This is an optimization exercise on Yosys and OpenROAD, whose aim is small area and a short achievable clock period, not a production implementation. In this exercise RTL edits were held to simulation tests only and were not proved equivalent to the original. Power and IR drop assume default switching activity.

## main
module main(
    input CLK67MHZ,
    input sckPort,
    input mosiPort,
    input sselPort,
    input resetPort,
    output upPort,
    output downPort
    );
==> flow/config.mk <==
export PLATFORM = sky130hd
export DESIGN_NAME = main
export DESIGN_NICKNAME = main
export VERILOG_FILES = /design/flow/design.v
export SDC_FILE = /design/flow/constraint.sdc
export NUM_CORES = 4
export LEC_CHECK = 0
export ABC_AREA = 1
export CAP_MARGIN = 20
export CORE_MARGIN = 2
export CORE_UTILIZATION = 40
export CTS_CLUSTER_DIAMETER = 120
export CTS_CLUSTER_SIZE = 24
export SLEW_MARGIN = 20
export TNS_END_PERCENT = 10
==> flow/constraint.sdc <==
create_clock -name core_clock -period 10.0 [get_ports {CLK67MHZ}]
set_input_delay 2.0000 -clock core_clock [delete_from_list [all_inputs] [get_ports {CLK67MHZ}]]
set_output_delay 2.0000 -clock core_clock [all_outputs]
set_load 0.01 [all_outputs]
standard.sh (not shown) runs the stock make flow with config.mk's settings and CLKGATE_MAP_FILE= SYNTH_SCRIPT=/design/flow/synth_recipe.tcl, a recipe that flattens the netlist after the stock synthesis.
==> flow/flow/run.sh <==
#!/bin/bash
set -euo pipefail
bash standard.sh SETUP_SLACK_MARGIN=7.2 finish > flow_standard.log 2>&1
The starting point finished clean.
Change:
==> flow/flow/run.sh (replaced) <==
#!/bin/bash
set -euo pipefail
bash standard.sh SETUP_SLACK_MARGIN=7.0 finish > flow_standard.log 2>&1
--- a/flow/config.mk
+++ b/flow/config.mk
@@ -11 +11 @@
-export CORE_UTILIZATION = 40
+export CORE_UTILIZATION = 65
@@ -13,0 +14 @@
+export PLACE_DENSITY = 0.8
@@ -15 +16 @@
-export TNS_END_PERCENT = 10
+export TNS_END_PERCENT = 30
The new run ran to the end with no violations.
Global-route usage rose by 9.1 points.
Routed wire length barely changes.
Via count rises by 4.0%.
Change:
--- a/flow/config.mk
+++ b/flow/config.mk
@@ -11 +11 @@
-export CORE_UTILIZATION = 65
+export CORE_UTILIZATION = 40
@@ -14 +13,0 @@
-export PLACE_DENSITY = 0.8
@@ -16 +15 @@
-export TNS_END_PERCENT = 30
+export TNS_END_PERCENT = 10
Effect: The changed run went through all stages and came out clean; critical path depth does not change; sequential cell count stays the same; hold slack is worse by 0.014 ns.
Change:
--- a/flow/config.mk
+++ b/flow/config.mk
@@ -15 +15 @@
-export TNS_END_PERCENT = 10
+export TNS_END_PERCENT = 30
The new run ran to the end with no violations.
Setup slack stays flat.
Fmax barely changes.
Die area does not change.
Global-route usage rises by 0.16 points.
Wire length is about the same.
Design area hardly moves.
Change:
--- a/flow/config.mk
+++ b/flow/config.mk
@@ -15 +15 @@
-export TNS_END_PERCENT = 30
+export TNS_END_PERCENT = 5
=> Sequential share of layout area goes up by 0.10 points; clock skew stays flat; core utilization went down by 0.15 points; via count stays flat; cell area drops by 0.33%; fmax barely changes; flip-flop and latch count stays the same; first-iteration DRC count falls by 0.35%; clock power rises by about 0.5%; synthesized area stays the same.

main, a different RTL version from the one above (not shown whole).
Size in the first run: ~2200 cells after synthesis, ~350 flip-flops, ~19000 µm² of cells after synthesis.
==> flow/design.v (excerpt) <==
module main(
    input CLK67MHZ,
    input sckPort,
    input mosiPort,
    input sselPort,
    input resetPort,
    output upPort,
    output downPort
    );
Settings: LEC_CHECK=0, ABC_AREA=1, CAP_MARGIN=20, CORE_MARGIN=2, CORE_UTILIZATION=40, CTS_CLUSTER_DIAMETER=120, CTS_CLUSTER_SIZE=24, SLEW_MARGIN=20; clock period 10.0 ns.
==> flow/flow/run.sh <==
#!/bin/bash
set -euo pipefail
bash standard.sh SETUP_SLACK_MARGIN=7.2 finish > flow_standard.log 2>&1
The baseline finished with timing, DRC and antenna clean.
Rerun with:
==> flow/run.sh (new file) <==
#!/bin/bash
# synth_recipe.tcl (not shown) runs the flow's synth.tcl, then flattens the netlist and writes it again
# the make line also repeats each setting of config.mk as NAME=value (left out here)
make -C /OpenROAD-flow-scripts/flow DESIGN_CONFIG=/design/flow/config.mk WORK_HOME=/design/flow/orfs CLKGATE_MAP_FILE= SYNTH_SCRIPT=/design/flow/synth_recipe.tcl finish
SETUP_SLACK_MARGIN = 5   (was default)
TNS_END_PERCENT = 10   (was default)
removed: flow/flow/run.sh
removed: flow/standard.sh
Outcome: Fmax falls by 19%; final cell count went down by 2.4%; setup slack gets worse by 0.71 ns; routed wire length goes down by 5.6%; combinational power drops by 20%; power goes down by 5.5%; die area stays the same; final area goes down by 7.1%.
Rerun with:
==> flow/flow/run.sh (new file) <==
#!/bin/bash
set -euo pipefail
bash standard.sh SETUP_SLACK_MARGIN=7.2 finish > flow_standard.log 2>&1
==> flow/standard.sh (new file) <==
#!/bin/bash
# synth_recipe.tcl (not shown) runs the flow's synth.tcl, then flattens the netlist and writes it again
# the make line also repeats each setting of config.mk as NAME=value (left out here)
make -C /OpenROAD-flow-scripts/flow DESIGN_CONFIG=/design/flow/config.mk WORK_HOME=/design/flow/orfs CLKGATE_MAP_FILE= SYNTH_SCRIPT=/design/flow/synth_recipe.tcl "${@:-finish}"
CORE_UTILIZATION = 45   (was 40)
SETUP_SLACK_MARGIN = default   (was 5)
removed: flow/run.sh
Count of clock-buffer cells in the layout increases by 2.
Setup slack is better by 0.71 ns.
Die area falls by 11%.
Worst hold slack loses 0.0063 ns.
Wire length increases by 4.8%.
Critical path depth came out lower by 16.
Register-to-register slack gets better by 0.78 ns.
Non-clock buffer count came out higher by 43.
Total power rose by about 4.6%.
Rerun with:
==> flow/flow/run.sh (replaced) <==
#!/bin/bash
set -euo pipefail
bash standard.sh SETUP_SLACK_MARGIN=7.0 finish > flow_standard.log 2>&1
CORE_UTILIZATION = 40   (was 45)
TNS_END_PERCENT = 30   (was 10)
What happened:
- The changed run finished with timing, DRC and antenna clean
- core utilization drops by 6.0 points
- worst setup slack is about the same
- clock-buffer cell count shrinks by 1
- design area goes down by 0.33%

## separate check: timing with driven ports
In the flow no input, the clock included, has a driving cell. The finished layouts below were timed again as built, in two steps. Step 1, drivers: a clkbuf_16 drives CLK67MHZ and a buf_2 each remaining input, both assumed. Step 2 moves the port delays by t, midway between the first and last clock arrival at a register: inputs arrive t later, outputs are due t later. That takes back most of the time a late clock gives input paths. Slacks: ideal ports / drivers / drivers and shift; pairs: ideal ports / drivers.
run | t, ns | slack for setup (ns) | worst setup path after step 2 | worst slew at a driven data input, ns
the first run of note 1 | 0.595 | 6.942 / 6.951 / 6.380 | input to register | 0.03
the second run of note 1 | 0.570 | 6.948 / 6.899 / 6.488 | input to register | 0.03
the third run of note 1 | 0.605 | 7.025 / 6.969 / 6.550 | input to register | 0.03
the fourth run of note 1 | 0.605 | 7.024 / 6.967 / 6.563 | input to register | 0.03
the fifth run of note 1 | 0.605 | 7.016 / 6.967 / 6.527 | input to register | 0.03
the first run of note 2 | 0.588 | 7.023 / 6.968 / 6.608 | input to register | 0.03
the second run of note 2 | 0.583 | 6.314 / 6.314 / 6.310 | input to register | 0.03
the third run of note 2 | 0.587 | 7.027 / 6.976 / 6.538 | input to register | 0.03
the fourth run of note 2 | 0.591 | 7.024 / 6.967 / 6.607 | input to register | 0.03
After both steps setup and hold are still met in every run listed. For the first run of note 1, which loses most, drivers alone change the setup slack by +0.009 ns; drivers and shift together by -0.562 ns.
